From an optimization exercise on the open Yosys and OpenROAD flow, aimed at small area; shortcuts taken in it are not production practice. Where RTL was checked, it was by simulation tests only, not by an equivalence proof against the original. Power is estimated from default activity; no workload was simulated.

Design lidar_system_top, start of the top module:
module lidar_system_top (
    input  wire clk,
    input  wire rst,
    input  wire rx,
    output wire tx,
    output wire [15:0] dbg_max_idx,
    output wire [15:0] dbg_min_idx,
    output wire [15:0] dbg_max_dist,
    output wire [15:0] dbg_min_dist,
    output wire [15:0] dbg_obs_alert,
    output wire [15:0] dbg_max_angle,
    output wire [15:0] dbg_min_angle,
    output wire        dbg_angle_done
);
Size in the first run: roughly 620 cells after synthesis, roughly 210 flip-flops.
==> flow/config.mk <==
export PLATFORM = sky130hd
export DESIGN_NAME = lidar_system_top
export DESIGN_NICKNAME = lidar_system_top
export VERILOG_FILES = /design/flow/design.v
export SDC_FILE = /design/flow/constraint.sdc
export NUM_CORES = 4
export LEC_CHECK = 0
export CAP_MARGIN = 20
export CORE_MARGIN = 2
export CORE_UTILIZATION = 40
export PLACE_DENSITY = 0.6
export SLEW_MARGIN = 20
==> flow/constraint.sdc <==
create_clock -name core_clock -period 10.0 [get_ports {clk}]
set_input_delay 2.0000 -clock core_clock [delete_from_list [all_inputs] [get_ports {clk}]]
set_output_delay 2.0000 -clock core_clock [all_outputs]
set_load 0.01 [all_outputs]
standard.sh (not shown) runs the stock make flow with config.mk's settings and CLKGATE_MAP_FILE= SYNTH_SCRIPT=/design/flow/synth_recipe.tcl, a recipe that flattens the netlist after the stock synthesis.
==> flow/flow/run.sh <==
#!/bin/bash
# Standard synthesis, then the standard ORFS steps with two changes:
#  - port buffers use sky130_fd_sc_hd__buf_1
#  - clock tree: small buffers and sink clusters, no dummy loads
set -euo pipefail
bash standard.sh synth > synth.log 2>&1
export BUFFER_PORTS_ARGS="-buffer_cell sky130_fd_sc_hd__buf_1"
export CTS_ARGS="-sink_clustering_enable -repair_clock_nets -dont_use_dummy_load -buf_list sky130_fd_sc_hd__clkbuf_4 -root_buf sky130_fd_sc_hd__clkbuf_8 -sink_clustering_size 10 -sink_clustering_max_diameter 40"
bash standard.sh finish > finish.log 2>&1
Then changed:
--- a/flow/design.v
+++ b/flow/design.v
@@ -75,25 +75,22 @@
     wire cin  = p0 ? op_span : c;
     wire fa_a = (op_copy || op_span) ? rsh[0] : op_add36 ? delta[0] : acc[0];
     wire fa_b = op_adj ? k29b : op_span ? ~acc[0] : op_add36 ? k36b : op_samp ? delta[0] : 1'b0;
     wire sum  = fa_a ^ fa_b ^ cin;
     wire cout = (fa_a & fa_b) | (cin & (fa_a ^ fa_b));
     wire ge_new = (sum != k36b) ? sum : (p0 | ge);    
     wire gt_new = (rsh[0] != max_dist[0]) ? rsh[0]       : (!p0 & gt);
     wire lt_new = (rsh[0] != min_dist[0]) ? min_dist[0]  : (!p0 & lt);
-    wire max_angle_in = gt ? acc[0] : max_angle[0];
-    wire min_angle_in = lt ? acc[0] : min_angle[0];
     always @(posedge clk) begin
         c  <= cout;
         ge <= ge_new;
         rsh   <= {op_rxbit ? (p15 ? rxs : rsh[1]) : rsh[0], rsh[15:1]};
-        acc   <= {(op_samp && last) ? max_angle_in : (op_copy || op_adj || op_samp) ? sum : acc[0],
-                  acc[15:1]};
-        delta <= {(op_samp && last) ? min_angle_in : (op_span || op_add36) ? sum :
+        acc   <= {(op_copy || op_adj || op_samp) ? sum : acc[0], acc[15:1]};
+        delta <= {(op_span || op_add36) ? sum :
                   (op_shift && doshift) ? (p15 ? neg : delta[1]) : delta[0], delta[15:1]};
         if (op_cmp) begin
             gt <= gt_new | (p15 & first);
             lt <= lt_new | (p15 & first);
         end
     end
     always @(posedge clk) begin
         if (rst) begin
@@ -125,17 +122,17 @@
                             endcase
                         end
                     end
                     J_SPAN:  js <= cout ? J_SHIFT : J_ADD36;
                     J_ADD36: js <= J_SHIFT;
                     J_SHIFT: if (!doshift) js <= sub ? J_ADJ : J_IDLE;
                     J_CMP:   js <= J_SAMP;
                     J_SAMP:  begin
-                        js   <= (!last && !sub && (cout || neg || ge_new)) ? J_ADJ : J_IDLE;
+                        js   <= (!sub && (cout || neg || ge_new)) ? J_ADJ : J_IDLE;
                         done <= last;
                     end
                     default: js <= J_IDLE;
                 endcase
             end
         end
     end
     always @(posedge clk) begin
@@ -155,18 +152,18 @@
             if (gt) max_idx <= idx;
             if (lt) min_idx <= idx;
         end
         if (op_cmp || op_samp) begin
             max_dist <= {(op_samp && gt) ? rsh[0] : max_dist[0], max_dist[15:1]};
             min_dist <= {(op_samp && lt) ? rsh[0] : min_dist[0], min_dist[15:1]};
         end
         if (op_samp) begin
-            max_angle <= {max_angle_in, max_angle[15:1]};
-            min_angle <= {min_angle_in, min_angle[15:1]};
+            max_angle <= {gt ? acc[0] : max_angle[0], max_angle[15:1]};
+            min_angle <= {lt ? acc[0] : min_angle[0], min_angle[15:1]};
         end
     end
     reg       tact;
     reg [1:0] tbyte;
     reg [3:0] tbit;
     reg [1:0] tq;
     wire      tend = ptick && (tbit == 4'd8) && (tq == 2'd3);
     always @(posedge clk) begin
@@ -182,23 +179,19 @@
         end else if (tend) begin
             tbit  <= 4'd15;
             tq    <= 2'd0;
             tbyte <= tbyte + 2'd1;
         end else if (ptick) begin
             {tbit, tq} <= {tbit, tq} + 6'd1;
         end
     end
-    reg        tnext, tcur;
-    wire [3:0] tnidx = {tbyte[0], tbit[2:0] + 3'd1};
-    always @(posedge clk) begin
-        if (ph == tnidx) tnext <= tbyte[1] ? delta[0] : acc[0];
-        if (ptick && tq == 2'd3) tcur <= tnext;
-    end
-    assign tx = ~tact | (tbit[3] ? ~&tbit[2:0] : tcur);
+    wire [31:0] tword = {min_angle, max_angle};
+    wire        tdata = tword[{tbyte, tbit[2:0]}];
+    assign tx = ~tact | (tbit[3] ? ~&tbit[2:0] : tdata);
     assign dbg_max_idx    = {8'd0, max_idx};
     assign dbg_min_idx    = {8'd0, min_idx};
     assign dbg_max_dist   = max_dist;
     assign dbg_min_dist   = min_dist;
     assign dbg_obs_alert  = obs;
     assign dbg_max_angle  = max_angle;
     assign dbg_min_angle  = min_angle;
     assign dbg_angle_done = done;
Result:
- The changed run completed without violations
- wire length climbs by 2.8%
- sequential cell count went down by 2
- power came out lower by 1.9%
- cell count goes down by 0.60%
- global-route usage is higher by 0.30 points
No functional check of the RTL was part of the first run of this note.

* * *

Another version of the RTL of lidar_system_top (not shown whole).
For scale: about 560 cells after synthesis, about 210 flip-flops, ~7000 sq um of cells after synthesis.
==> flow/config.mk <==
export PLATFORM = sky130hd
export DESIGN_NAME = lidar_system_top
export DESIGN_NICKNAME = lidar_system_top
export VERILOG_FILES = /design/flow/design.v
export SDC_FILE = /design/flow/constraint.sdc
export NUM_CORES = 4
export LEC_CHECK = 0
export CAP_MARGIN = 20
export CORE_MARGIN = 2
export CORE_UTILIZATION = 40
export PLACE_DENSITY = 0.6
export SLEW_MARGIN = 20
==> flow/constraint.sdc <==
create_clock -name core_clock -period 10.0 [get_ports {clk}]
set_input_delay 2.0000 -clock core_clock [delete_from_list [all_inputs] [get_ports {clk}]]
set_output_delay 2.0000 -clock core_clock [all_outputs]
set_load 0.01 [all_outputs]
==> flow/flow/run.sh <==
#!/bin/bash
# The standard ORFS flow (standard.sh) with these changes:
#  - synthesis: the standard script, but abc maps the logic for area
#    (flow/area.abc), adders included (no ADDER_MAP_FILE); flip-flops are
#    the standard synthesis's
#  - port buffers use sky130_fd_sc_hd__buf_1
#  - clock tree: clkbuf_4 buffers, small sink clusters, no dummy loads
# Tool logs: orfs/logs/..., make output in finish.log.
set -euo pipefail
F=$PWD/flow
export MY_ABC_SCRIPT=$F/area.abc
export BUFFER_PORTS_ARGS="-buffer_cell sky130_fd_sc_hd__buf_1"
export CTS_ARGS="-sink_clustering_enable -repair_clock_nets -dont_use_dummy_load -buf_list sky130_fd_sc_hd__clkbuf_4 -root_buf sky130_fd_sc_hd__clkbuf_8 -sink_clustering_size 10 -sink_clustering_max_diameter 40"
bash standard.sh finish SYNTH_SCRIPT=$F/my_synth.tcl ADDER_MAP_FILE= > finish.log 2>&1
==> flow/flow/area.abc <==
strash
ifraig
dc2
dch -f
amap -m -F 4 -A 16
==> flow/flow/my_synth.tcl <==
# synth_recipe.tcl (the standard synthesis: synth without fsm and share,
# then flattened and renamed) with one change: abc maps the logic with the
# area-oriented script in MY_ABC_SCRIPT instead of ORFS's speed script.
# Flip-flops are mapped before abc runs, so they are the standard ones.
proc synth {args} { yosys synth -nofsm -noshare {*}$args }
proc abc {args} {
  set i [lsearch -exact $args -script]
  if {$i >= 0 && [info exists ::env(MY_ABC_SCRIPT)]} {
    set args [lreplace $args [expr {$i + 1}] [expr {$i + 1}] $::env(MY_ABC_SCRIPT)]
  }
  yosys abc {*}$args
}
source $::env(SCRIPTS_DIR)/synth.tcl
# left out here: clear keep_hierarchy, flatten, clean up, hide names made inside functions, write 1_2_yosys.v
The baseline finished with timing, DRC and antenna clean.
Change:
--- a/flow/design.v
+++ b/flow/design.v
@@ -42,72 +42,71 @@
             rqq <= 2'b00;
             rqb <= 4'd1;
         end else if (ptick) begin
             rqq <= {rqq[0], ~rqq[1]};
             if (rqq == 2'b10) rqb <= {rqb[2:0], rqb[3] ^ rqb[2]};
         end
     end
     localparam [3:0] J_IDLE = 4'd0, J_RXBIT = 4'd1, J_COPY = 4'd2, J_ADJ = 4'd3,
                      J_SPAN = 4'd4, J_ADD36 = 4'd5, J_SHIFT = 4'd6, J_CMP = 4'd7,
-                     J_SAMP = 4'd8, J_PEND = 4'd9, J_CTLD = 4'd10, J_CMPD = 4'd11;
+                     J_SAMP = 4'd8, J_PEND = 4'd9, J_CTLD = 4'd10;
     localparam [3:0] P_H1 = 4'd0, P_H2 = 4'd1, P_CT = 4'd2, P_F0 = 4'd3, P_F1 = 4'd4,
                      P_L0 = 4'd5, P_L1 = 4'd6, P_S0 = 4'd7, P_S1 = 4'd8;
     reg  [3:0] js;
     reg  [3:0] st;
     reg  [7:0] ct;                               
     reg  [7:0] idx;
     reg [15:0] rsh, acc, delta;
     reg        c, ge, sub, neg, gt, lt;
     reg        done;
     reg [15:0] max_dist, min_dist, max_angle, min_angle, obs;
     reg  [7:0] max_idx, min_idx;
     wire op_rxbit = (js == J_RXBIT);
     wire op_copy  = (js == J_COPY);
     wire op_adj   = (js == J_ADJ);
     wire op_span  = (js == J_SPAN);
     wire op_add36 = (js == J_ADD36);
     wire op_shift = (js == J_SHIFT);
-    wire op_dec   = (js == J_CMPD);              
-    wire op_cmp   = (js == J_CMP) || op_dec;
+    wire op_cmp   = (js == J_CMP);
     wire op_samp  = (js == J_SAMP);
     wire op_ctld  = (js == J_CTLD);
     wire [7:0] byte_in = {rsh[0], rsh[15:9]};
     wire [7:0] idx_inc = idx + 8'd1;
     wire [7:0] ct15    = {ct[0], ct[7:1]};
-    wire       is_last = (ct15 == 8'd1);
+    wire       is_last = (idx_inc == ct15);
     wire       first   = (idx == 8'd0);
     wire       last    = (st == P_H1);            
     wire       pow2 = (ct15 != 8'd0) && ((ct15 & (ct15 - 8'd1)) == 8'd0);
     wire [2:0] kk   = pow2 ? {|ct15[7:4], ct15[7] | ct15[6] | ct15[3] | ct15[2],
                               ct15[7] | ct15[5] | ct15[3] | ct15[1]}
                            : 3'd0;
     wire       kdone = (idx_inc[2:0] == kk);     
     wire k36b = K36[ph];
     wire k29b = K29[ph];
     wire cin  = p0 ? op_span : c;
-    wire fa_a = (op_copy || op_span) ? rsh[0] : op_add36 ? delta[0] : op_dec ? ct[0] : acc[0];
-    wire fa_b = op_adj ? k29b : op_span ? ~acc[0] : op_add36 ? k36b : op_samp ? delta[0] : op_dec;
+    wire fa_a = (op_copy || op_span) ? rsh[0] : op_add36 ? delta[0] : acc[0];
+    wire fa_b = op_adj ? k29b : op_span ? ~acc[0] : op_add36 ? k36b : op_samp ? delta[0] : 1'b0;
     wire sum  = fa_a ^ fa_b ^ cin;
     wire cout = (fa_a & fa_b) | (cin & (fa_a ^ fa_b));
     wire ge_new = (sum != k36b) ? sum : (p0 | ge);    
     wire gt_new = (rsh[0] != max_dist[0]) ? rsh[0]       : (!p0 & gt);
     wire lt_new = (rsh[0] != min_dist[0]) ? min_dist[0]  : (!p0 & lt);
     wire max_angle_in = gt ? acc[0] : max_angle[0];
     wire min_angle_in = lt ? acc[0] : min_angle[0];
     always @(posedge clk) begin
         c  <= cout;
         ge <= ge_new;
         rsh   <= {op_rxbit ? (p15 ? rxs : rsh[1]) : rsh[0], rsh[15:1]};
         acc   <= {(op_samp && last) ? max_angle_in : (op_copy || op_adj || op_samp) ? sum : acc[0],
                   acc[15:1]};
         delta <= {(op_samp && last) ? min_angle_in : (op_span || op_add36) ? sum :
                   op_shift ? (p15 ? neg : delta[1]) : delta[0], delta[15:1]};
-        ct    <= {(op_ctld && ph[3]) ? rsh[0] : (op_dec && !ph[3]) ? sum : ct[0], ct[7:1]};
+        ct    <= {(op_ctld && ph[3]) ? rsh[0] : ct[0], ct[7:1]};
         if (op_cmp) begin
             gt <= gt_new | (p15 & first);
             lt <= lt_new | (p15 & first);
         end
     end
     always @(posedge clk) begin
         if (rst) begin
             st    <= P_H1;
             js    <= J_IDLE;
@@ -126,30 +125,27 @@
                                 P_H1: if (byte_in == 8'h55) st <= P_H2;
                                 P_H2: if (byte_in == 8'hAA) st <= P_CT;
                                       else if (byte_in != 8'h55) st <= P_H1;
                                 P_CT: begin st <= P_F0; js <= J_CTLD; end
                                 P_F0: st <= P_F1;
                                 P_F1: begin st <= P_L0; js <= J_COPY; end
                                 P_L0: st <= P_L1;
                                 P_L1: begin st <= P_S0; js <= J_SPAN; end
                                 P_S0: st <= P_S1;
-                                P_S1: begin
-                                    st <= is_last ? P_H1 : P_S0;
-                                    js <= (ct15 != 8'd0) ? J_CMPD : J_CMP;
-                                end
+                                P_S1: begin st <= is_last ? P_H1 : P_S0; js <= J_CMP; end
                                 default: st <= P_H1;
                             endcase
                         end
                     end
                     J_SPAN:  js <= !cout ? J_ADD36 : (kk != 3'd0) ? J_SHIFT : sub ? J_ADJ : J_IDLE;
                     J_ADD36: js <= (kk != 3'd0) ? J_SHIFT : sub ? J_ADJ : J_IDLE;
                     J_SHIFT: if (kdone) js <= sub ? J_ADJ : J_IDLE;
-                    J_CMP, J_CMPD: js <= J_SAMP;
+                    J_CMP:   js <= J_SAMP;
                     J_SAMP:  begin
                         js   <= (!last && !sub && (cout || neg || ge_new)) ? J_ADJ : J_IDLE;
                         done <= last;
                     end
                     default: js <= J_IDLE;
                 endcase
             end
         end
     end
Outcome:
- wire length climbs by 1.8%
- final cell count climbs by 0.97%
- die area climbs by 0.92%
- clock-buffer cell count drops by 4
- clock skew climbs by 0.017 ns
- critical path depth climbs by 11
- fmax drops by 1.5%

-- re-timing with driven ports --
The flow's constraints put no driver on any port. The routed layouts listed below were extracted and timed again, unchanged, in two steps.
Step 1, drivers: a clkbuf_16 drives clk and a buf_2 each remaining input, both assumed.
Step 2 adds t to the input delays and takes it off the output delays; t is the mean of the earliest and latest rising clock arrival at the registers after step 1. Input paths then give back, and output paths get back, about the clock's delay inside the block.
a / b / c = no drivers / after step 1 / after step 2; a / b = the first two.
run	t, ns	setup slack, ns	cell pins on the clock port's net
the first run of note 1	0.540	6.290 / 6.249 / 6.458	1
the second run of note 1	0.549	4.936 / 4.898 / 5.447	1
the first run of note 2	0.539	6.155 / 6.122 / 6.435	1
the second run of note 2	0.533	6.096 / 6.096 / 6.096	1
After both steps every run listed still meets setup and hold.
